This is an optimization exercise on Yosys and OpenROAD, whose aim is small area, not a production implementation.
The RTL was checked by simulation tests, not by an equivalence proof against the original design.
Power is estimated from default activity; no workload was simulated.

==> design.v <==
module ALU_STAGE (
  input clock_in,
  input [31:0] a_in,
  input [31:0] b_in,
  input [3:0] uop_in,
  output [31:0] result_out
);
reg [31:0] a_q;
reg [31:0] b_q;
reg [3:0] uop_q;
reg [31:0] result_q;
wire [31:0] alu_result;
ALU #(.DATA_WIDTH(32)) alu0 (
  .a_data_in(a_q),
  .b_data_in(b_q),
  .uop_in(uop_q),
  .result_out(alu_result)
);
always @(posedge clock_in) begin
  a_q <= a_in;
  b_q <= b_in;
  uop_q <= uop_in;
  result_q <= alu_result;
end
assign result_out = result_q;
endmodule

module ALU
  #(parameter DATA_WIDTH = 32)(
    input [DATA_WIDTH-1:0]  a_data_in,
    input [DATA_WIDTH-1:0]  b_data_in,
    input [3:0]             uop_in,
    output [DATA_WIDTH-1:0] result_out
);
wire [31:0] a = a_data_in;
wire [31:0] b = b_data_in;
wire [3:0] u = uop_in;
wire sub   = (u == 4'b0001) | (u[3:1] == 3'b101);
wire arith = (u[3:1] == 3'b000) | (u[3:1] == 3'b101);
wire e_p   = (u[3:1] == 3'b000) | (u == 4'b0010) | (u == 4'b0100);   
wire e_g   = (u == 4'b0010) | (u == 4'b0011);
wire e_b   = (u == 4'b1001);
wire e_sh  = (u[3:2] == 2'b11) & (u[1:0] != 2'b00) | (u == 4'b1000);
wire lft   = (u == 4'b1111);
wire rgt   = (u[3:2] == 2'b11) & (u[1:0] != 2'b00) & ~u[1] | (u == 4'b1110);
wire fill  = (u == 4'b1101) & a[31];
wire e_lts = (u == 4'b1010);
wire e_ltu = (u == 4'b1011);
wire [4:0] sa = b[4:0] & {5{(u[3:2] == 2'b11)}};
wire [31:0] bx = b ^ {32{sub}};
wire [31:0] p = a ^ bx;
wire [31:0] g = a & bx;
wire [31:0] ga = g & {32{arith}};
wire [32:0] c;
assign c[0] = sub;
wire gg0_0 = ga[0];
wire gg0_1 = ga[1] | (p[1] & gg0_0);
wire GG0 = gg0_1;
wire PP0 = &p[1:0];
wire gg1_0 = ga[2];
wire gg1_1 = ga[3] | (p[3] & gg1_0);
wire GG1 = gg1_1;
wire PP1 = &p[3:2];
wire gg2_0 = ga[4];
wire gg2_1 = ga[5] | (p[5] & gg2_0);
wire GG2 = gg2_1;
wire PP2 = &p[5:4];
wire gg3_0 = ga[6];
wire gg3_1 = ga[7] | (p[7] & gg3_0);
wire GG3 = gg3_1;
wire PP3 = &p[7:6];
wire gg4_0 = ga[8];
wire gg4_1 = ga[9] | (p[9] & gg4_0);
wire GG4 = gg4_1;
wire PP4 = &p[9:8];
wire gg5_0 = ga[10];
wire gg5_1 = ga[11] | (p[11] & gg5_0);
wire GG5 = gg5_1;
wire PP5 = &p[11:10];
wire gg6_0 = ga[12];
wire gg6_1 = ga[13] | (p[13] & gg6_0);
wire GG6 = gg6_1;
wire PP6 = &p[13:12];
wire gg7_0 = ga[14];
wire gg7_1 = ga[15] | (p[15] & gg7_0);
wire GG7 = gg7_1;
wire PP7 = &p[15:14];
wire gg8_0 = ga[16];
wire gg8_1 = ga[17] | (p[17] & gg8_0);
wire GG8 = gg8_1;
wire PP8 = &p[17:16];
wire gg9_0 = ga[18];
wire gg9_1 = ga[19] | (p[19] & gg9_0);
wire GG9 = gg9_1;
wire PP9 = &p[19:18];
wire gg10_0 = ga[20];
wire gg10_1 = ga[21] | (p[21] & gg10_0);
wire GG10 = gg10_1;
wire PP10 = &p[21:20];
wire gg11_0 = ga[22];
wire gg11_1 = ga[23] | (p[23] & gg11_0);
wire GG11 = gg11_1;
wire PP11 = &p[23:22];
wire gg12_0 = ga[24];
wire gg12_1 = ga[25] | (p[25] & gg12_0);
wire GG12 = gg12_1;
wire PP12 = &p[25:24];
wire gg13_0 = ga[26];
wire gg13_1 = ga[27] | (p[27] & gg13_0);
wire GG13 = gg13_1;
wire PP13 = &p[27:26];
wire gg14_0 = ga[28];
wire gg14_1 = ga[29] | (p[29] & gg14_0);
wire GG14 = gg14_1;
wire PP14 = &p[29:28];
wire gg15_0 = ga[30];
wire gg15_1 = ga[31] | (p[31] & gg15_0);
wire GG15 = gg15_1;
wire PP15 = &p[31:30];
wire GGm1 = c[0];
wire xg1 = (GG0 | (PP0 & c[0]));
wire xp1 = (PP0 & 1'b0);
wire xg2 = (GG1 | (PP1 & xg1));
wire xp2 = (PP1 & xp1);
wire xg3 = (GG2 | (PP2 & xg2));
wire xp3 = (PP2 & xp2);
wire xg4 = (GG3 | (PP3 & xg3));
wire xp4 = (PP3 & xp3);
wire xg5 = (GG4 | (PP4 & xg4));
wire xp5 = (PP4 & xp4);
wire xg6 = (GG5 | (PP5 & xg5));
wire xp6 = (PP5 & xp5);
wire xg7 = (GG6 | (PP6 & xg6));
wire xp7 = (PP6 & xp6);
wire xg8 = (GG7 | (PP7 & xg7));
wire xp8 = (PP7 & xp7);
wire xg9 = (GG8 | (PP8 & xg8));
wire xp9 = (PP8 & xp8);
wire xg10 = (GG9 | (PP9 & xg9));
wire xp10 = (PP9 & xp9);
wire xg11 = (GG10 | (PP10 & xg10));
wire xp11 = (PP10 & xp10);
wire xg12 = (GG11 | (PP11 & xg11));
wire xp12 = (PP11 & xp11);
wire xg13 = (GG12 | (PP12 & xg12));
wire xp13 = (PP12 & xp12);
wire xg14 = (GG13 | (PP13 & xg13));
wire xp14 = (PP13 & xp13);
wire xg15 = (GG14 | (PP14 & xg14));
wire xp15 = (PP14 & xp14);
wire xg16 = (GG15 | (PP15 & xg15));
wire xp16 = (PP15 & xp15);
wire C0 = c[0];
assign c[1] = ga[0] | (p[0] & c[0]);
wire C1 = xg1;
assign c[2] = C1;
assign c[3] = ga[2] | (p[2] & c[2]);
wire C2 = xg2;
assign c[4] = C2;
assign c[5] = ga[4] | (p[4] & c[4]);
wire C3 = xg3;
assign c[6] = C3;
assign c[7] = ga[6] | (p[6] & c[6]);
wire C4 = xg4;
assign c[8] = C4;
assign c[9] = ga[8] | (p[8] & c[8]);
wire C5 = xg5;
assign c[10] = C5;
assign c[11] = ga[10] | (p[10] & c[10]);
wire C6 = xg6;
assign c[12] = C6;
assign c[13] = ga[12] | (p[12] & c[12]);
wire C7 = xg7;
assign c[14] = C7;
assign c[15] = ga[14] | (p[14] & c[14]);
wire C8 = xg8;
assign c[16] = C8;
assign c[17] = ga[16] | (p[16] & c[16]);
wire C9 = xg9;
assign c[18] = C9;
assign c[19] = ga[18] | (p[18] & c[18]);
wire C10 = xg10;
assign c[20] = C10;
assign c[21] = ga[20] | (p[20] & c[20]);
wire C11 = xg11;
assign c[22] = C11;
assign c[23] = ga[22] | (p[22] & c[22]);
wire C12 = xg12;
assign c[24] = C12;
assign c[25] = ga[24] | (p[24] & c[24]);
wire C13 = xg13;
assign c[26] = C13;
assign c[27] = ga[26] | (p[26] & c[26]);
wire C14 = xg14;
assign c[28] = C14;
assign c[29] = ga[28] | (p[28] & c[28]);
wire C15 = xg15;
assign c[30] = C15;
assign c[31] = ga[30] | (p[30] & c[30]);
assign c[32] = xg16;
wire [31:0] ca = c[31:0];
wire ltu = ~c[32];
wire lts = ~c[32] ^ a[31] ^ b[31];
wire [31:0] l0 = a;
wire [31:0] l1;
assign l1[0] = sa[0] ? (lft ? 1'b0 : l0[1]) : l0[0];
assign l1[1] = sa[0] ? (lft ? l0[0] : l0[2]) : l0[1];
assign l1[2] = sa[0] ? (lft ? l0[1] : l0[3]) : l0[2];
assign l1[3] = sa[0] ? (lft ? l0[2] : l0[4]) : l0[3];
assign l1[4] = sa[0] ? (lft ? l0[3] : l0[5]) : l0[4];
assign l1[5] = sa[0] ? (lft ? l0[4] : l0[6]) : l0[5];
assign l1[6] = sa[0] ? (lft ? l0[5] : l0[7]) : l0[6];
assign l1[7] = sa[0] ? (lft ? l0[6] : l0[8]) : l0[7];
assign l1[8] = sa[0] ? (lft ? l0[7] : l0[9]) : l0[8];
assign l1[9] = sa[0] ? (lft ? l0[8] : l0[10]) : l0[9];
assign l1[10] = sa[0] ? (lft ? l0[9] : l0[11]) : l0[10];
assign l1[11] = sa[0] ? (lft ? l0[10] : l0[12]) : l0[11];
assign l1[12] = sa[0] ? (lft ? l0[11] : l0[13]) : l0[12];
assign l1[13] = sa[0] ? (lft ? l0[12] : l0[14]) : l0[13];
assign l1[14] = sa[0] ? (lft ? l0[13] : l0[15]) : l0[14];
assign l1[15] = sa[0] ? (lft ? l0[14] : l0[16]) : l0[15];
assign l1[16] = sa[0] ? (lft ? l0[15] : l0[17]) : l0[16];
assign l1[17] = sa[0] ? (lft ? l0[16] : l0[18]) : l0[17];
assign l1[18] = sa[0] ? (lft ? l0[17] : l0[19]) : l0[18];
assign l1[19] = sa[0] ? (lft ? l0[18] : l0[20]) : l0[19];
assign l1[20] = sa[0] ? (lft ? l0[19] : l0[21]) : l0[20];
assign l1[21] = sa[0] ? (lft ? l0[20] : l0[22]) : l0[21];
assign l1[22] = sa[0] ? (lft ? l0[21] : l0[23]) : l0[22];
assign l1[23] = sa[0] ? (lft ? l0[22] : l0[24]) : l0[23];
assign l1[24] = sa[0] ? (lft ? l0[23] : l0[25]) : l0[24];
assign l1[25] = sa[0] ? (lft ? l0[24] : l0[26]) : l0[25];
assign l1[26] = sa[0] ? (lft ? l0[25] : l0[27]) : l0[26];
assign l1[27] = sa[0] ? (lft ? l0[26] : l0[28]) : l0[27];
assign l1[28] = sa[0] ? (lft ? l0[27] : l0[29]) : l0[28];
assign l1[29] = sa[0] ? (lft ? l0[28] : l0[30]) : l0[29];
assign l1[30] = sa[0] ? (lft ? l0[29] : l0[31]) : l0[30];
assign l1[31] = sa[0] ? (lft ? l0[30] : fill) : l0[31];
wire [31:0] l2;
assign l2[0] = sa[1] ? (lft ? 1'b0 : l1[2]) : l1[0];
assign l2[1] = sa[1] ? (lft ? 1'b0 : l1[3]) : l1[1];
assign l2[2] = sa[1] ? (lft ? l1[0] : l1[4]) : l1[2];
assign l2[3] = sa[1] ? (lft ? l1[1] : l1[5]) : l1[3];
assign l2[4] = sa[1] ? (lft ? l1[2] : l1[6]) : l1[4];
assign l2[5] = sa[1] ? (lft ? l1[3] : l1[7]) : l1[5];
assign l2[6] = sa[1] ? (lft ? l1[4] : l1[8]) : l1[6];
assign l2[7] = sa[1] ? (lft ? l1[5] : l1[9]) : l1[7];
assign l2[8] = sa[1] ? (lft ? l1[6] : l1[10]) : l1[8];
assign l2[9] = sa[1] ? (lft ? l1[7] : l1[11]) : l1[9];
assign l2[10] = sa[1] ? (lft ? l1[8] : l1[12]) : l1[10];
assign l2[11] = sa[1] ? (lft ? l1[9] : l1[13]) : l1[11];
assign l2[12] = sa[1] ? (lft ? l1[10] : l1[14]) : l1[12];
assign l2[13] = sa[1] ? (lft ? l1[11] : l1[15]) : l1[13];
assign l2[14] = sa[1] ? (lft ? l1[12] : l1[16]) : l1[14];
assign l2[15] = sa[1] ? (lft ? l1[13] : l1[17]) : l1[15];
assign l2[16] = sa[1] ? (lft ? l1[14] : l1[18]) : l1[16];
assign l2[17] = sa[1] ? (lft ? l1[15] : l1[19]) : l1[17];
assign l2[18] = sa[1] ? (lft ? l1[16] : l1[20]) : l1[18];
assign l2[19] = sa[1] ? (lft ? l1[17] : l1[21]) : l1[19];
assign l2[20] = sa[1] ? (lft ? l1[18] : l1[22]) : l1[20];
assign l2[21] = sa[1] ? (lft ? l1[19] : l1[23]) : l1[21];
assign l2[22] = sa[1] ? (lft ? l1[20] : l1[24]) : l1[22];
assign l2[23] = sa[1] ? (lft ? l1[21] : l1[25]) : l1[23];
assign l2[24] = sa[1] ? (lft ? l1[22] : l1[26]) : l1[24];
assign l2[25] = sa[1] ? (lft ? l1[23] : l1[27]) : l1[25];
assign l2[26] = sa[1] ? (lft ? l1[24] : l1[28]) : l1[26];
assign l2[27] = sa[1] ? (lft ? l1[25] : l1[29]) : l1[27];
assign l2[28] = sa[1] ? (lft ? l1[26] : l1[30]) : l1[28];
assign l2[29] = sa[1] ? (lft ? l1[27] : l1[31]) : l1[29];
assign l2[30] = sa[1] ? (lft ? l1[28] : fill) : l1[30];
assign l2[31] = sa[1] ? (lft ? l1[29] : fill) : l1[31];
wire [31:0] l3;
assign l3[0] = sa[2] ? (lft ? 1'b0 : l2[4]) : l2[0];
assign l3[1] = sa[2] ? (lft ? 1'b0 : l2[5]) : l2[1];
assign l3[2] = sa[2] ? (lft ? 1'b0 : l2[6]) : l2[2];
assign l3[3] = sa[2] ? (lft ? 1'b0 : l2[7]) : l2[3];
assign l3[4] = sa[2] ? (lft ? l2[0] : l2[8]) : l2[4];
assign l3[5] = sa[2] ? (lft ? l2[1] : l2[9]) : l2[5];
assign l3[6] = sa[2] ? (lft ? l2[2] : l2[10]) : l2[6];
assign l3[7] = sa[2] ? (lft ? l2[3] : l2[11]) : l2[7];
assign l3[8] = sa[2] ? (lft ? l2[4] : l2[12]) : l2[8];
assign l3[9] = sa[2] ? (lft ? l2[5] : l2[13]) : l2[9];
assign l3[10] = sa[2] ? (lft ? l2[6] : l2[14]) : l2[10];
assign l3[11] = sa[2] ? (lft ? l2[7] : l2[15]) : l2[11];
assign l3[12] = sa[2] ? (lft ? l2[8] : l2[16]) : l2[12];
assign l3[13] = sa[2] ? (lft ? l2[9] : l2[17]) : l2[13];
assign l3[14] = sa[2] ? (lft ? l2[10] : l2[18]) : l2[14];
assign l3[15] = sa[2] ? (lft ? l2[11] : l2[19]) : l2[15];
assign l3[16] = sa[2] ? (lft ? l2[12] : l2[20]) : l2[16];
assign l3[17] = sa[2] ? (lft ? l2[13] : l2[21]) : l2[17];
assign l3[18] = sa[2] ? (lft ? l2[14] : l2[22]) : l2[18];
assign l3[19] = sa[2] ? (lft ? l2[15] : l2[23]) : l2[19];
assign l3[20] = sa[2] ? (lft ? l2[16] : l2[24]) : l2[20];
assign l3[21] = sa[2] ? (lft ? l2[17] : l2[25]) : l2[21];
assign l3[22] = sa[2] ? (lft ? l2[18] : l2[26]) : l2[22];
assign l3[23] = sa[2] ? (lft ? l2[19] : l2[27]) : l2[23];
assign l3[24] = sa[2] ? (lft ? l2[20] : l2[28]) : l2[24];
assign l3[25] = sa[2] ? (lft ? l2[21] : l2[29]) : l2[25];
assign l3[26] = sa[2] ? (lft ? l2[22] : l2[30]) : l2[26];
assign l3[27] = sa[2] ? (lft ? l2[23] : l2[31]) : l2[27];
assign l3[28] = sa[2] ? (lft ? l2[24] : fill) : l2[28];
assign l3[29] = sa[2] ? (lft ? l2[25] : fill) : l2[29];
assign l3[30] = sa[2] ? (lft ? l2[26] : fill) : l2[30];
assign l3[31] = sa[2] ? (lft ? l2[27] : fill) : l2[31];
wire [31:0] l4;
assign l4[0] = sa[3] ? (lft ? 1'b0 : l3[8]) : l3[0];
assign l4[1] = sa[3] ? (lft ? 1'b0 : l3[9]) : l3[1];
assign l4[2] = sa[3] ? (lft ? 1'b0 : l3[10]) : l3[2];
assign l4[3] = sa[3] ? (lft ? 1'b0 : l3[11]) : l3[3];
assign l4[4] = sa[3] ? (lft ? 1'b0 : l3[12]) : l3[4];
assign l4[5] = sa[3] ? (lft ? 1'b0 : l3[13]) : l3[5];
assign l4[6] = sa[3] ? (lft ? 1'b0 : l3[14]) : l3[6];
assign l4[7] = sa[3] ? (lft ? 1'b0 : l3[15]) : l3[7];
assign l4[8] = sa[3] ? (lft ? l3[0] : l3[16]) : l3[8];
assign l4[9] = sa[3] ? (lft ? l3[1] : l3[17]) : l3[9];
assign l4[10] = sa[3] ? (lft ? l3[2] : l3[18]) : l3[10];
assign l4[11] = sa[3] ? (lft ? l3[3] : l3[19]) : l3[11];
assign l4[12] = sa[3] ? (lft ? l3[4] : l3[20]) : l3[12];
assign l4[13] = sa[3] ? (lft ? l3[5] : l3[21]) : l3[13];
assign l4[14] = sa[3] ? (lft ? l3[6] : l3[22]) : l3[14];
assign l4[15] = sa[3] ? (lft ? l3[7] : l3[23]) : l3[15];
assign l4[16] = sa[3] ? (lft ? l3[8] : l3[24]) : l3[16];
assign l4[17] = sa[3] ? (lft ? l3[9] : l3[25]) : l3[17];
assign l4[18] = sa[3] ? (lft ? l3[10] : l3[26]) : l3[18];
assign l4[19] = sa[3] ? (lft ? l3[11] : l3[27]) : l3[19];
assign l4[20] = sa[3] ? (lft ? l3[12] : l3[28]) : l3[20];
assign l4[21] = sa[3] ? (lft ? l3[13] : l3[29]) : l3[21];
assign l4[22] = sa[3] ? (lft ? l3[14] : l3[30]) : l3[22];
assign l4[23] = sa[3] ? (lft ? l3[15] : l3[31]) : l3[23];
assign l4[24] = sa[3] ? (lft ? l3[16] : fill) : l3[24];
assign l4[25] = sa[3] ? (lft ? l3[17] : fill) : l3[25];
assign l4[26] = sa[3] ? (lft ? l3[18] : fill) : l3[26];
assign l4[27] = sa[3] ? (lft ? l3[19] : fill) : l3[27];
assign l4[28] = sa[3] ? (lft ? l3[20] : fill) : l3[28];
assign l4[29] = sa[3] ? (lft ? l3[21] : fill) : l3[29];
assign l4[30] = sa[3] ? (lft ? l3[22] : fill) : l3[30];
assign l4[31] = sa[3] ? (lft ? l3[23] : fill) : l3[31];
wire [31:0] l5;
assign l5[0] = sa[4] ? (lft ? 1'b0 : l4[16]) : l4[0];
assign l5[1] = sa[4] ? (lft ? 1'b0 : l4[17]) : l4[1];
assign l5[2] = sa[4] ? (lft ? 1'b0 : l4[18]) : l4[2];
assign l5[3] = sa[4] ? (lft ? 1'b0 : l4[19]) : l4[3];
assign l5[4] = sa[4] ? (lft ? 1'b0 : l4[20]) : l4[4];
assign l5[5] = sa[4] ? (lft ? 1'b0 : l4[21]) : l4[5];
assign l5[6] = sa[4] ? (lft ? 1'b0 : l4[22]) : l4[6];
assign l5[7] = sa[4] ? (lft ? 1'b0 : l4[23]) : l4[7];
assign l5[8] = sa[4] ? (lft ? 1'b0 : l4[24]) : l4[8];
assign l5[9] = sa[4] ? (lft ? 1'b0 : l4[25]) : l4[9];
assign l5[10] = sa[4] ? (lft ? 1'b0 : l4[26]) : l4[10];
assign l5[11] = sa[4] ? (lft ? 1'b0 : l4[27]) : l4[11];
assign l5[12] = sa[4] ? (lft ? 1'b0 : l4[28]) : l4[12];
assign l5[13] = sa[4] ? (lft ? 1'b0 : l4[29]) : l4[13];
assign l5[14] = sa[4] ? (lft ? 1'b0 : l4[30]) : l4[14];
assign l5[15] = sa[4] ? (lft ? 1'b0 : l4[31]) : l4[15];
assign l5[16] = sa[4] ? (lft ? l4[0] : fill) : l4[16];
assign l5[17] = sa[4] ? (lft ? l4[1] : fill) : l4[17];
assign l5[18] = sa[4] ? (lft ? l4[2] : fill) : l4[18];
assign l5[19] = sa[4] ? (lft ? l4[3] : fill) : l4[19];
assign l5[20] = sa[4] ? (lft ? l4[4] : fill) : l4[20];
assign l5[21] = sa[4] ? (lft ? l4[5] : fill) : l4[21];
assign l5[22] = sa[4] ? (lft ? l4[6] : fill) : l4[22];
assign l5[23] = sa[4] ? (lft ? l4[7] : fill) : l4[23];
assign l5[24] = sa[4] ? (lft ? l4[8] : fill) : l4[24];
assign l5[25] = sa[4] ? (lft ? l4[9] : fill) : l4[25];
assign l5[26] = sa[4] ? (lft ? l4[10] : fill) : l4[26];
assign l5[27] = sa[4] ? (lft ? l4[11] : fill) : l4[27];
assign l5[28] = sa[4] ? (lft ? l4[12] : fill) : l4[28];
assign l5[29] = sa[4] ? (lft ? l4[13] : fill) : l4[29];
assign l5[30] = sa[4] ? (lft ? l4[14] : fill) : l4[30];
assign l5[31] = sa[4] ? (lft ? l4[15] : fill) : l4[31];
wire [31:0] sh = l5;
wire [31:0] res = ((p ^ ca) & {32{e_p}}) | (g & {32{e_g}}) | (sh & {32{e_sh}}) | (b & {32{e_b}});
assign result_out = {res[31:1], res[0] | (e_lts & lts) | (e_ltu & ltu)};
endmodule
==> flow/run.sh <==
#!/bin/bash
# Layout flow: the standard ORFS flow (standard.sh: synthesis through final
# layout, unchanged synthesis), with these changes made through ORFS's own
# variables and step hooks:
#  - ports are buffered with sky130_fd_sc_hd__buf_1 (buffer_ports -buffer_cell)
#    instead of the clock-delay buffer buffer_ports picks by itself;
#  - before floorplanning, flow/downsize.tcl gives every combinational cell
#    its smallest drive strength, so that timing repair upsizes only where needed;
#  - clock tree built without dummy loads (CTS_ARGS);
#  - power recovery after global routing (RECOVER_POWER).
# Each step's full log is in orfs/logs/; make's own output is in standard.log.
set -euo pipefail
cd "$(dirname "$0")/.."
WORK=$PWD
export BUFFER_PORTS_ARGS="-buffer_cell sky130_fd_sc_hd__buf_1"
export PRE_FLOORPLAN_TCL="$WORK/flow/downsize.tcl"
export CTS_ARGS="-sink_clustering_enable -repair_clock_nets -dont_use_dummy_load"
export RECOVER_POWER=100
bash standard.sh > "$WORK/standard.log" 2>&1
==> flow/downsize.tcl <==
# Replace every combinational cell by the smallest-area cell of the same family
# (same function and pins, other drive strength), so that timing repair only
# upsizes where it must. Flip-flops keep their cells.
set block [ord::get_db_block]
set db [ord::get_db]
set masters {}
foreach lib [$db getLibs] {
  foreach m [$lib getMasters] { dict set masters [$m getName] $m }
}
set n 0
foreach inst [$block getInsts] {
  set mname [[$inst getMaster] getName]
  if {![regexp {^(sky130_fd_sc_hd__[a-z0-9]+)_([0-9]+)$} $mname -> base drive]} { continue }
  if {[regexp {df|dl|sdf|edf|tap|fill|decap|conb|clkbuf|clkinv|clkdly|dlygate|dlymetal|buf_|lpflow|probe|diode} $base]} { continue }
  set best $mname
  set best_area [expr {[[$inst getMaster] getWidth] * [[$inst getMaster] getHeight]}]
  foreach d {0 1 2} {
    set cand "${base}_$d"
    if {$cand eq $mname || ![dict exists $masters $cand]} { continue }
    set lc [get_lib_cells -quiet */$cand]
    if {$lc eq ""} { continue }
    if {[get_property $lc dont_use]} { continue }
    set m [dict get $masters $cand]
    set a [expr {[$m getWidth] * [$m getHeight]}]
    if {$a < $best_area} { set best $cand; set best_area $a }
  }
  if {$best ne $mname} {
    replace_cell [get_cells [$inst getName]] [get_lib_cells */$best]
    incr n
  }
}
puts "downsize: replaced $n cells"
==> standard.sh <==
#!/bin/bash
# synth_recipe.tcl (not shown) runs the flow's synth.tcl, then flattens the netlist and writes it again
# the make line also repeats each setting of config.mk as NAME=value (left out here)
make -C /OpenROAD-flow-scripts/flow DESIGN_CONFIG=/design/flow/config.mk WORK_HOME=/design/flow/orfs CLKGATE_MAP_FILE= SYNTH_SCRIPT=/design/flow/synth_recipe.tcl "${@:-finish}"
==> config.mk <==
export PLATFORM = sky130hd
export DESIGN_NAME = ALU_STAGE
export DESIGN_NICKNAME = ALU_STAGE
export VERILOG_FILES = /design/flow/design.v
export SDC_FILE = /design/flow/constraint.sdc
export NUM_CORES = 4
export LEC_CHECK = 0
export ABC_AREA = 1
export CAP_MARGIN = 20
export CORE_MARGIN = 2
export CORE_UTILIZATION = 40
export SLEW_MARGIN = 20
==> constraint.sdc <==
create_clock -name core_clock -period 4.0 [get_ports {clock_in}]
set_input_delay 0.8000 -clock core_clock [delete_from_list [all_inputs] [get_ports {clock_in}]]
set_output_delay 0.8000 -clock core_clock [all_outputs]
set_load 0.01 [all_outputs]
==> results of run 1 <==
-- flip-flops by register name, indices dropped and copies added, names as in the netlist --
name	count
a_q	32
uop_q	4
result_q	32
b_q	32
-- through the flow --
step | power [mW] | area, sq um
final | 2.751 | 8426
after CTS | 2.710 | 8202
after detailed placement | 1.983 | 7961
after floorplan | 1.676 | 7103
after global placement | 1.987 | 7961
after global routing | 2.910 | 8426
-- layout by cell type, fill, tap and decap left out, types with 17 or more instances in the layout --
cell         n
nand2_2     23
xor2_1      31
a21oi_1     94
nor2_1      69
o21ai_0    155
buf_4       60
ha_1        46
buf_1      100
inv_1      133
nand3_1     17
dfxtp_1     96
nand2_1    188
o2111ai_1   26
o211ai_1    19
-- how the worst max path moves through the flow --
stage / from / end / slack, ps / depth (start not counted)
final: uop_q[3] / result_q[31] / 140 / 42
after global placement: uop_q[2] / result_q[31] / 80 / 43
after global routing: uop_q[3] / result_q[31] / -190 / 43
after detailed placement: uop_q[0] / result_q[31] / -0.05 / 43
after CTS: uop_q[2] / result_q[31] / 0.1 / 42
after floorplan: uop_q[0] / result_q[31] / 150 / 44
-- routing by layer --
| layer | share of wire [%] | wire [microns] | track usage, % | vias to the layer above |
|---|---|---|---|---|
| met3 | 8.3 | 2211 | 5.335 | 46 |
| met4 | 3.2 | 864 | 11.51 | 0 |
| met2 | 45 | 11910 | 42.65 | 385 |
| li1 | - | - | - | 3889 |
| met1 | 44 | 11660 | 38.81 | 3676 |
| met5 | 0 | 0 | 0 | - |
-- layout make-up --
type,count,area (sq um)
clock buffer,9,225.2
tap,225,281.5
multi-input combinational,774,4511
sequential,100,2014
inverter,139,521.8
timing repair buffer,164,872.1
fill,1825,8931
-- power by group --
part	leakage [nW]	switching [mW]	internal, mW	total, mW
logic	2.82	0.556	0.320	0.877
clock network	0.111	0.326	0.396	0.722
registers	0.842	0.0657	1.09	1.15
-- worst max-delay path, delay by kind of cell (launching register included) --
family          cells  cell delay (ps)
simple gates       35             2410
fa+ha+maj           2              440
flops               1              370
compound gates      2              230
xor+xnor            1              150
buf+inv             2               70
-- what timing repair did --
item	CTS	global route
pin swaps	2	34
setup endpoints to repair	1	8
gates resized for setup	7	50
buffers inserted	0	10
==> results.json, run 1 <==
{
  "drc": 0,
  "clock-sinks": 100,
  "grt.total_usage_pct": 28.03,
  "gp_congestion": 0.9553,
  "holdWs_ps": 507.2,
  "placement.io_buffers": 100,
  "clk_pin_slew_ps": 60,
  "n_antenna_cell": 0,
  "cp_max_fo": 4,
  "dr.pass1.iters": 6,
  "cp_common_cell": "nand2_2",
  "power_density_nw_per_um2": 326.5,
  "coreArea_sq_um": 17360,
  "crit_type": "flip-flop to flip-flop",
  "routed_wl_mm": 26.64,
  "r2r_cells": 42,
  "viasPerCell": 5.667,
  "hold_violations": 0,
  "cts_made_buffers": 9,
  "r2r_end": "result_q[31]",
  "max-clock-path-buffers": 2,
  "yosys_warnings": 1,
  "cap_viol_max_count": 0,
  "start_kind": "flip-flop",
  "grt_max_degree": 76,
  "synthesis.nets": 1191,
  "holdPathEnd": "result_q[16]",
  "antenna_found_initial": 0,
  "fmax_mhz": 259.0,
  "floorplan.rows": 48,
  "num-nets-final": 1304,
  "insertion_delay_ps": 360,
  "place_ws_ps": -0.05373,
  "drive_gt1_share_pct": 10.29,
  "grt_first_pass_wirelength_mm": 39.92,
  "fin_util_pct": 48.54,
  "finalCritPeriodShare_pct": 96.52,
  "finalClockSkew_ps": 16.37,
  "die_width_microns": 137.2,
  "io_pins": 101,
  "vias": 7996,
  "cts_root_buffer": "clkbuf_16",
  "worst_pin_slew_ps": 969.7,
  "dp.cells": 1392,
  "hold_path.class": "flip-flop to flip-flop",
  "cts_tree": "done",
  "setup_tns_ps": 0,
  "end_kind": "flip-flop",
  "postRouteAntennaNets": 0,
  "rrSetupSlack_ps": 140,
  "cp_slowest_cell": "dfxtp_4",
  "ir_drop_mv": 0.2624,
  "slew_headroom_pct": 35.20,
  "drv_slew": 0,
  "power_leakage_nw": 3.777,
  "layout.cells.non_filler": 1411,
  "die_h_microns": 137.2,
  "wl_per_cell_microns": 18.88,
  "dieArea_sq_um": 18840,
  "hold_buffers": 0,
  "drt_iter0_drc": 873,
  "rsz0062_at_grt": "true",
  "cts-htree-levels": 3,
  "gr-total-overflow": 0,
  "whs_path_depth": 2,
  "finalSetupViolations": 0,
  "synth_cells": 1075,
  "cp.required_ps": 4200,
  "min_from": "b_q[16]",
  "critical_path_arrival_ps": 4060,
  "fin_crit_ps": 3861,
  "hpwlAfterDp_mm": 20.33,
  "start_util_pct": 40.92,
  "status": "timing/DRC/antenna clean",
  "rr_startpoint": "uop_q[3]",
  "grt_pass1_vias": 7081,
  "worst_slack_ps": 139.1,
  "cp_slowest_stage_delay_ps": 370
}
==> inputs of run 2 (changes only) <==
==> run.sh (new file) <==
#!/bin/bash
# synth_recipe.tcl (not shown) runs the flow's synth.tcl, then flattens the netlist and writes it again
# the make line also repeats each setting of config.mk as NAME=value (left out here)
make -C /OpenROAD-flow-scripts/flow DESIGN_CONFIG=/design/flow/config.mk WORK_HOME=/design/flow/orfs CLKGATE_MAP_FILE= SYNTH_SCRIPT=/design/flow/synth_recipe.tcl finish
removed: flow/run.sh
removed: flow/downsize.tcl
removed: standard.sh
==> run 2 against run 1 <==
  * Clock-buffer cell count increased by 1
  * Clock power increased by 22%
  * Largest power group unchanged
  * Via count decreased by 0.44%
  * Flip-flop and latch count unchanged
  * Still clean
  * Combinational power increased by 11%
  * Critical path type unchanged
  * Die area increased by 1.5%
==> results.json, run 2 <==
{
  "status": "timing/DRC/antenna clean",
  "grt.total_usage_pct": 27.10,
  "synth_top_family_by_area": "compound AO/OA/AOI/OAI gates",
  "antenna_found_initial": 0,
  "max-clock-path-buffers": 2,
  "comb_power_share_pct": 32.5,
  "holdPathEnd": "result_q[14]",
  "cts-htree-levels": 3,
  "start_util_pct": 40.41,
  "top_layer_used": "met4",
  "ys_types": 36,
  "dr_wl_met2_mm": 11.60,
  "gr-total-overflow": 0,
  "place_ws_ps": 36.23,
  "gp_congestion": 0.9726,
  "final_common_cell": "nand2_1",
  "netSwitchingPower_mw": 0.9955,
  "drv_slew": 0,
  "vias": 7961,
  "synthesis.nets": 1191,
  "seq_area_frac_synth_pct": 27.77,
  "seq_power_share_pct": 38.1,
  "finalClockSkew_ps": 5.605,
  "final_cell_mix": "179 x nand2_1, 153 x o21ai_0, 131 x inv_1, 100 x clkdlybuf4s50_1, 96 x dfxtp_1",
  "drc": 0,
  "dr.pass1.iters": 5,
  "synth_area_leader_cell": "dfxtp_1",
  "insertion_delay_ps": 350,
  "muxShareOfSynthArea_pct": 0,
  "yosysMostFrequentCell": "nand2_1",
  "grt_first_pass_wirelength_mm": 41.27,
  "total_power_mw": 3.001,
  "holdWs_ps": 515.4,
  "drt_iter0_drc": 837,
  "area_growth_pct": 25.91,
  "cp_slowest_stage_delay_ps": 370,
  "hold_violations": 0,
  "placed_area_sq_um": 8572,
  "wl_per_cell_microns": 18.52,
  "crit_type": "flip-flop to flip-flop",
  "postRouteAntennaNets": 0,
  "die_width_microns": 138.3,
  "worst_pin_slew_ps": 786.5,
  "critical_path_arrival_ps": 4150,
  "cap_viol_max_count": 0,
  "synth_cells": 1075,
  "fin_crit_ps": 3885,
  "cts_root_buffer": "clkbuf_16",
  "slew_headroom_pct": 46.90,
  "synth-async-reset-ratio_pct": 0,
  "finalSetupViolations": 0,
  "cts_tree": "done",
  "num-nets-final": 1291,
  "ys.flop_type": "dfxtp_1",
  "sw_frac_of_total_pct": 33.18,
  "drive_gt1_share_pct": 10.76,
  "dr_wl_met3_mm": 2.154,
  "grt_max_degree": 59,
  "power_leakage_nw": 4.019,
  "yosys_warnings": 1,
  "synth_xor_area_share_pct": 4.009,
  "cp_common_cell": "nand2_2",
  "floorplan.rows": 49,
  "wl_met1_mm": 11.63,
  "hold_path.class": "flip-flop to flip-flop",
  "power_density_nw_per_um2": 330.6,
  "start_kind": "flip-flop",
  "synth_seq_cells": 100,
  "p_int_mw": 2.005,
  "rr_startpoint": "uop_q[3]",
  "n_antenna_cell": 0,
  "placement.io_buffers": 100,
  "coreArea_sq_um": 17840,
  "synth-compound-area-share_pct": 31.34,
  "synth_area_sq_um": 7209,
  "clkPwrFrac_pct": 29.4,
  "clock-sinks": 100,
  "io_pins": 101,
  "yosys.area_share.simple_pct": 17.81,
  "viasPerCell": 5.650,
  "yosys-top-cells-count": "189 x nand2_1, 161 x o21ai_0, 134 x inv_1, 100 x dfxtp_1, 95 x a21oi_1",
  "dieArea_sq_um": 19110,
  "min_from": "b_q[14]",
  "cp.required_ps": 4260,
  "clk_pin_slew_ps": 60,
  "fin_area_sq_um": 9077,
  "synth.avg_cell_area_sq_um": 6.706,
  "die_h_microns": 138.3,
  "cp_max_fo": 4,
  "whs_path_depth": 2,
  "top_regs": "a_q: 32 flops, b_q: 32 flops, result_q: 32 flops",
  "cp_slowest_cell": "dfxtp_4",
  "ir_drop_mv": 0.2690,
  "r2r_end": "result_q[31]",
  "finalCritPeriodShare_pct": 97.13,
  "rsz0062_at_grt": "true",
  "worst_slack_ps": 114.9,
  "synth_edf_count": 0,
  "hold_buffers": 0,
  "synth_top_area_share_pct": 27.77,
  "synth_fa_ha_area_share_pct": 8.157,
  "rrSetupSlack_ps": 110,
  "hpwlAfterDp_mm": 19.65,
  "fmax_mhz": 257.4,
  "cts_made_buffers": 9,
  "grt_pass1_vias": 7321,
  "routed_wl_mm": 26.10,
  "r2r_cells": 43,
  "end_kind": "flip-flop",
  "synth.area.top_cells": "dfxtp_1 28%, o21ai_0 11%, nand2_1 9.8%"
}
run 2: logic make-up (layout without fill, tap and decap cells):
logic type	count (synthesis)	after routing
flops	100	100
fa+ha+maj	47	47
xor+xnor	33	33
simple gates	312	312
buf+inv	201	306
compound gates	382	382
run 2: per-layer routing:
| metal | vias to the layer above | global-route usage (%) |
|---|---|---|
| met2 | 410 | 40.88 |
| met1 | 3619 | 39.77 |
| met5 | - | 0 |
| met4 | 0 | 9.184 |
| met3 | 52 | 3.637 |
| li1 | 3880 | - |
run 2: final cells by class:
| type | count | area [sq um] |
|---|---|---|
| Tap cell | 229 | 286.5 |
| Fill cell | 1752 | 8763 |
| Timing Repair Buffer | 151 | 1409 |
| Clock inverter | 6 | 62.56 |
| Multi-Input combinational cell | 774 | 4542 |
| Inverter | 139 | 526.8 |
| Clock buffer | 10 | 239.0 |
| Sequential cell | 100 | 2012 |
run 2: power by group through the flow:
stage | clock network [mW] | logic [mW] | registers, mW
4_1_cts | 0.908 | 0.922 | 1.14
6_report | 0.882 | 0.975 | 1.14
2_1_floorplan | 0 | 0.517 | 1.17
3_3_place_gp | 0 | 0.917 | 1.17
5_1_grt | 0.940 | 1.08 | 1.15
3_5_place_dp | 0 | 0.913 | 1.16
run 2: worst max-delay path: cells and delay by family (launching register included):
kind	cells	cell delay, ps
AOI/OAI and AO/OA	3	270
xor gates and xnor gates	1	150
adders and majority gates	2	450
buffers and inverters	2	80
DFF	1	370
and+or+nand+nor	35	2490
run 2: how the worst max path moves through the flow:
stage                     startpoint      endpoint  slack, ps  cells past startpoint
after global placement      uop_q[2]  result_q[31]        170                     42
after floorplan             uop_q[0]  result_q[31]        180                     44
final                       uop_q[3]  result_q[31]        110                     43
after global routing        uop_q[3]  result_q[31]       -220                     43
after detailed placement    uop_q[2]  result_q[31]         40                     42
after CTS                   uop_q[2]  result_q[31]          1                     42
run 2: repair_timing:
item / CTS / global route
setup endpoints to repair: 0 / 13
gates resized for setup: 0 / 41
buffers inserted: 0 / 12
run 2: stage by stage:
step,utilization (%),setup TNS (ps),instances
finish,50.88,0,1409
global route,50.88,-763.3,1409
CTS,49.74,0,1397
detailed placement,48.05,0,1381
global placement,48.05,0,1381
floorplan,-,0,1075
==> inputs of run 3 (changes only) <==
--- a/design.v
+++ b/design.v
@@ -122,32 +122,66 @@
 wire xp1 = (PP0 & 1'b0);
-wire xg2 = (GG1 | (PP1 & xg1));
-wire xp2 = (PP1 & xp1);
-wire xg3 = (GG2 | (PP2 & xg2));
-wire xp3 = (PP2 & xp2);
-wire xg4 = (GG3 | (PP3 & xg3));
-wire xp4 = (PP3 & xp3);
-wire xg5 = (GG4 | (PP4 & xg4));
-wire xp5 = (PP4 & xp4);
-wire xg6 = (GG5 | (PP5 & xg5));
-wire xp6 = (PP5 & xp5);
-wire xg7 = (GG6 | (PP6 & xg6));
-wire xp7 = (PP6 & xp6);
-wire xg8 = (GG7 | (PP7 & xg7));
-wire xp8 = (PP7 & xp7);
-wire xg9 = (GG8 | (PP8 & xg8));
-wire xp9 = (PP8 & xp8);
-wire xg10 = (GG9 | (PP9 & xg9));
-wire xp10 = (PP9 & xp9);
-wire xg11 = (GG10 | (PP10 & xg10));
-wire xp11 = (PP10 & xp10);
-wire xg12 = (GG11 | (PP11 & xg11));
-wire xp12 = (PP11 & xp11);
-wire xg13 = (GG12 | (PP12 & xg12));
-wire xp13 = (PP12 & xp12);
-wire xg14 = (GG13 | (PP13 & xg13));
-wire xp14 = (PP13 & xp13);
-wire xg15 = (GG14 | (PP14 & xg14));
-wire xp15 = (PP14 & xp14);
-wire xg16 = (GG15 | (PP15 & xg15));
-wire xp16 = (PP15 & xp15);
+wire xg2 = (GG2 | (PP2 & GG1));
+wire xp2 = (PP2 & PP1);
+wire xg3 = (GG4 | (PP4 & GG3));
+wire xp3 = (PP4 & PP3);
+wire xg4 = (GG6 | (PP6 & GG5));
+wire xp4 = (PP6 & PP5);
+wire xg5 = (GG8 | (PP8 & GG7));
+wire xp5 = (PP8 & PP7);
+wire xg6 = (GG10 | (PP10 & GG9));
+wire xp6 = (PP10 & PP9);
+wire xg7 = (GG12 | (PP12 & GG11));
+wire xp7 = (PP12 & PP11);
+wire xg8 = (GG14 | (PP14 & GG13));
+wire xp8 = (PP14 & PP13);
+wire xg9 = (GG1 | (PP1 & xg1));
+wire xp9 = (PP1 & xp1);
+wire xg10 = (xg2 | (xp2 & xg1));
+wire xp10 = (xp2 & xp1);
+wire xg11 = (GG5 | (PP5 & xg3));
+wire xp11 = (PP5 & xp3);
+wire xg12 = (xg4 | (xp4 & xg3));
+wire xp12 = (xp4 & xp3);
+wire xg13 = (GG9 | (PP9 & xg5));
+wire xp13 = (PP9 & xp5);
+wire xg14 = (xg6 | (xp6 & xg5));
+wire xp14 = (xp6 & xp5);
+wire xg15 = (GG13 | (PP13 & xg7));
+wire xp15 = (PP13 & xp7);
+wire xg16 = (xg8 | (xp8 & xg7));
+wire xp16 = (xp8 & xp7);
+wire xg17 = (GG3 | (PP3 & xg10));
+wire xp17 = (PP3 & xp10);
+wire xg18 = (xg3 | (xp3 & xg10));
+wire xp18 = (xp3 & xp10);
+wire xg19 = (xg11 | (xp11 & xg10));
+wire xp19 = (xp11 & xp10);
+wire xg20 = (xg12 | (xp12 & xg10));
+wire xp20 = (xp12 & xp10);
+wire xg21 = (GG11 | (PP11 & xg14));
+wire xp21 = (PP11 & xp14);
+wire xg22 = (xg7 | (xp7 & xg14));
+wire xp22 = (xp7 & xp14);
+wire xg23 = (xg15 | (xp15 & xg14));
+wire xp23 = (xp15 & xp14);
+wire xg24 = (xg16 | (xp16 & xg14));
+wire xp24 = (xp16 & xp14);
+wire xg25 = (GG7 | (PP7 & xg20));
+wire xp25 = (PP7 & xp20);
+wire xg26 = (xg5 | (xp5 & xg20));
+wire xp26 = (xp5 & xp20);
+wire xg27 = (xg13 | (xp13 & xg20));
+wire xp27 = (xp13 & xp20);
+wire xg28 = (xg14 | (xp14 & xg20));
+wire xp28 = (xp14 & xp20);
+wire xg29 = (xg21 | (xp21 & xg20));
+wire xp29 = (xp21 & xp20);
+wire xg30 = (xg22 | (xp22 & xg20));
+wire xp30 = (xp22 & xp20);
+wire xg31 = (xg23 | (xp23 & xg20));
+wire xp31 = (xp23 & xp20);
+wire xg32 = (xg24 | (xp24 & xg20));
+wire xp32 = (xp24 & xp20);
+wire xg33 = (GG15 | (PP15 & xg32));
+wire xp33 = (PP15 & xp32);
 wire C0 = c[0];
@@ -157,45 +191,45 @@
 assign c[3] = ga[2] | (p[2] & c[2]);
-wire C2 = xg2;
+wire C2 = xg9;
 assign c[4] = C2;
 assign c[5] = ga[4] | (p[4] & c[4]);
-wire C3 = xg3;
+wire C3 = xg10;
 assign c[6] = C3;
 assign c[7] = ga[6] | (p[6] & c[6]);
-wire C4 = xg4;
+wire C4 = xg17;
 assign c[8] = C4;
 assign c[9] = ga[8] | (p[8] & c[8]);
-wire C5 = xg5;
+wire C5 = xg18;
 assign c[10] = C5;
 assign c[11] = ga[10] | (p[10] & c[10]);
-wire C6 = xg6;
+wire C6 = xg19;
 assign c[12] = C6;
 assign c[13] = ga[12] | (p[12] & c[12]);
-wire C7 = xg7;
+wire C7 = xg20;
 assign c[14] = C7;
 assign c[15] = ga[14] | (p[14] & c[14]);
-wire C8 = xg8;
+wire C8 = xg25;
 assign c[16] = C8;
 assign c[17] = ga[16] | (p[16] & c[16]);
-wire C9 = xg9;
+wire C9 = xg26;
 assign c[18] = C9;
 assign c[19] = ga[18] | (p[18] & c[18]);
-wire C10 = xg10;
+wire C10 = xg27;
 assign c[20] = C10;
 assign c[21] = ga[20] | (p[20] & c[20]);
-wire C11 = xg11;
+wire C11 = xg28;
 assign c[22] = C11;
 assign c[23] = ga[22] | (p[22] & c[22]);
-wire C12 = xg12;
+wire C12 = xg29;
 assign c[24] = C12;
 assign c[25] = ga[24] | (p[24] & c[24]);
-wire C13 = xg13;
+wire C13 = xg30;
 assign c[26] = C13;
 assign c[27] = ga[26] | (p[26] & c[26]);
-wire C14 = xg14;
+wire C14 = xg31;
 assign c[28] = C14;
 assign c[29] = ga[28] | (p[28] & c[28]);
-wire C15 = xg15;
+wire C15 = xg32;
 assign c[30] = C15;
 assign c[31] = ga[30] | (p[30] & c[30]);
-assign c[32] = xg16;
+assign c[32] = xg33;
 wire [31:0] ca = c[31:0];
--- a/config.mk
+++ b/config.mk
@@ -10,3 +10,3 @@
 export CORE_MARGIN = 2
-export CORE_UTILIZATION = 40
+export CORE_UTILIZATION = 65
 export SLEW_MARGIN = 20
==> run 3 against run 2 <==
  * Combinational power barely moved
  * Global-route usage rose by 17 points
  * Clock power grew 6.1%
  * Wire length is 8.4% higher
  * Hold slack improved by 11 ps
  * Via count up 15%
  * Sequential share of layout area down 0.19 points
  * Synthesized area up 7.9%
  * Register-to-register slack better by 190 ps
  * Critical endpoint is now result_q[20]
==> results.json, run 3 <==
{
  "finalSetupViolations": 0,
  "clkPwrFrac_pct": 30.3,
  "place_ws_ps": 377.1,
  "antenna_found_initial": 0,
  "rrSetupSlack_ps": 300,
  "drv_slew": 0,
  "power_density_nw_per_um2": 339.4,
  "yosysMostFrequentCell": "nand2_1",
  "routed_wl_mm": 28.29,
  "hold_path.class": "flip-flop to flip-flop",
  "start_util_pct": 67.25,
  "grt.total_usage_pct": 44.19,
  "cts-htree-levels": 3,
  "drive_gt1_share_pct": 6.391,
  "synth_seq_cells": 100,
  "dieArea_sq_um": 12860,
  "comb_power_share_pct": 32.3,
  "area_growth_pct": 17.15,
  "dr.pass1.iters": 6,
  "post_cts_buffers": 0,
  "setup_tns_ps": 0,
  "synthesis.nets": 1370,
  "viasPerCell": 6.219,
  "ys_types": 41,
  "hpwlAfterDp_mm": 20.84,
  "io_pins": 101,
  "start_kind": "flip-flop",
  "clock-sinks": 100,
  "floorplan.rows": 39,
  "hold_violations": 0,
  "synth-async-reset-ratio_pct": 0,
  "cp_max_fo": 28,
  "drt_iter0_drc": 1342,
  "finalClockSkew_ps": 15.15,
  "rsz0062_at_grt": "false",
  "synth_cells": 1254,
  "ir_drop_mv": 0.2981,
  "dp.cells": 1457,
  "clk_pin_slew_ps": 70,
  "synth_area_sq_um": 7777,
  "fin_area_sq_um": 9111,
  "seq_area_frac_synth_pct": 25.74,
  "ys.flop_type": "dfxtp_1",
  "grt_max_degree": 43,
  "layout.cells.non_filler": 1473,
  "r2r_cells": 19,
  "slew_headroom_pct": 31.00,
  "status": "timing/DRC/antenna clean",
  "finalCritPeriodShare_pct": 92.47,
  "critical_path_arrival_ps": 3940,
  "num-nets-final": 1441,
  "grt_pass1_vias": 8496,
  "grt_first_pass_wirelength_mm": 43.95,
  "cp_common_cell": "nand2_1",
  "gp_congestion": 1.012,
  "worst_slack_ps": 301.0,
  "fin_crit_ps": 3699,
  "seq_power_share_pct": 37.4,
  "crit_type": "flip-flop to flip-flop",
  "r2r_end": "result_q[20]",
  "n_antenna_cell": 0,
  "netSwitchingPower_mw": 1.105,
  "cts_tree": "done",
  "endpoint": "result_q[20]",
  "cp_slowest_stage_delay_ps": 480,
  "worst_pin_slew_ps": 1034,
  "crit_chain": "nand3_1 > nand2_2 > inv_1 > nor2_4 > buf_12 > xor2_1 > ha_1 > a21oi_1 > o21ai_0 > nand2_1 > o21ai_0 > inv_1 > nand2_2 > nand2_1 > nand2_1 > a32o_1 > ha_1 > a221oi_1 > o21ai_1",
  "placed_area_sq_um": 8797,
  "cp_slowest_cell": "dfxtp_1",
  "gr-total-overflow": 0,
  "worstSetupStartpoint": "uop_q[3]",
  "sw_frac_of_total_pct": 35.74,
  "yosys_warnings": 1,
  "top_regs": "a_q: 32 flops, b_q: 32 flops, result_q: 32 flops",
  "holdWs_ps": 526.8,
  "max-clock-path-buffers": 2,
  "cts_root_buffer": "clkbuf_16",
  "coreArea_sq_um": 11560,
  "placement.io_buffers": 100,
  "power_leakage_nw": 4.266,
  "die_width_microns": 113.4,
  "synth.avg_cell_area_sq_um": 6.202,
  "die_h_microns": 113.4,
  "end_kind": "flip-flop",
  "final_common_cell": "nand2_1",
  "yosys-top-cells-count": "497 x nand2_1, 100 x dfxtp_1, 98 x nand3_1, 94 x inv_1, 81 x a21oi_1",
  "synth.area.top_cells": "dfxtp_1 26%, nand2_1 24%, ha_1 7.6%",
  "p_int_mw": 1.987,
  "vias": 9160,
  "synth_area_leader_cell": "dfxtp_1",
  "cts_made_buffers": 9,
  "fmax_mhz": 270.3,
  "insertion_delay_ps": 370,
  "min_from": "b_q[16]",
  "drc": 0,
  "cap_viol_max_count": 0,
  "wl_per_cell_microns": 19.21,
  "final_cell_mix": "497 x nand2_1, 100 x dfxtp_1, 100 x clkdlybuf4s50_1, 98 x nand3_1, 94 x inv_1",
  "cp.required_ps": 4240,
  "rr_startpoint": "uop_q[3]",
  "postRouteAntennaNets": 0,
  "synth_top_area_share_pct": 25.74,
  "synth_edf_count": 0
}
-- run 3: how the worst min path moves through the flow --
stage / slack, ps / end / cells after the start
floorplan: 460 / result_q[22] / 2
global placement: 490 / result_q[16] / 2
detailed placement: 510 / result_q[16] / 2
CTS: 530 / result_q[16] / 2
global route: 560 / result_q[16] / 2
finish: 530 / result_q[16] / 2
-- run 3: worst max-delay path, delay by kind of cell (launching register included) --
kind | cells | cell delay (ps)
simple gates | 7 | 790
buf+inv | 3 | 410
fa+ha+maj | 2 | 600
compound gates | 6 | 1110
flops | 1 | 480
xor+xnor | 1 | 180
-- run 3: per-stage QoR --
step / util [%] / power, mW
global route: 78.78 / 3.217
finish: 78.78 / 3.092
detailed placement: 76.07 / 2.132
CTS: 78.75 / 3.041
floorplan: - / 1.745
global placement: 76.07 / 2.107
-- run 3: logic make-up after synthesis --
logic type	Yosys count	synth area share, %
flip-flops	100	25.74
AO/OA/AOI/OAI	213	15.32
XOR/XNOR	34	3.829
AND/OR/NAND/NOR	700	38.43
buffers and inverters	160	9.121
adder cells (fa/ha/maj)	47	7.561
-- run 3: power groups by stage --
stage                     Combinational, mW  Sequential [mW]  Clock (mW)
after global routing                   1.09             1.16       0.968
after detailed placement              0.958             1.17           0
after floorplan                       0.571             1.17           0
final                                  1.00             1.16       0.936
after global placement                0.934             1.17           0
after CTS                             0.970             1.15       0.920
-- run 3: what timing repair did --
item,4_1_cts,5_1_grt
hold buffers,0,0
resized for setup,0,1
setup endpoints to repair,0,2
-- run 3: per-layer routing --
metal	up-vias	global-route usage [%]	part of all wire, %
li1	4250	-	-
met1	4059	54.24	36
met2	701	69.98	44
met3	150	12.11	13
met4	0	25.37	6.5
met5	-	0	0
-- run 3: area by class of cell --
class                           count  area [sq um]
Inverter                           99         371.6
Multi-Input combinational cell    994          5077
Clock buffer                       10         229.0
Fill cell                         886          2454
Timing Repair Buffer              121          1171
Clock inverter                      6         81.33
Tap cell                          143         178.9
Sequential cell                   100          2002

[re-timing with driven ports]
In the flow no input, the clock included, has a driving cell. The finished layouts below were timed again as built, in two steps.
Step 1 (the two cells are an assumption about what drives the block):
set clk [get_ports {clock_in}]
set_driving_cell -lib_cell sky130_fd_sc_hd__clkbuf_16 $clk
set_driving_cell -lib_cell sky130_fd_sc_hd__buf_2 [delete_from_list [all_inputs] $clk]
Step 2 also shifts input and output timing later by t, the mid clock arrival at the registers, as if the neighbouring blocks saw the same clock.
Three values: ideal ports, drivers, drivers and shift; two values: the first two.
run | shift t [ns] | setup slack, ns | worst slew at a driven data input, ns | cell pins on the clock port's net
run 1 | 0.393 | 0.139 / 0.139 / 0.139 | 0.05 | 1
run 2 | 0.395 | 0.115 / 0.115 / 0.115 | 0.06 | 1
run 3 | 0.407 | 0.301 / 0.301 / 0.301 | 0.07 | 1
After both steps setup and hold are still met in every run listed.
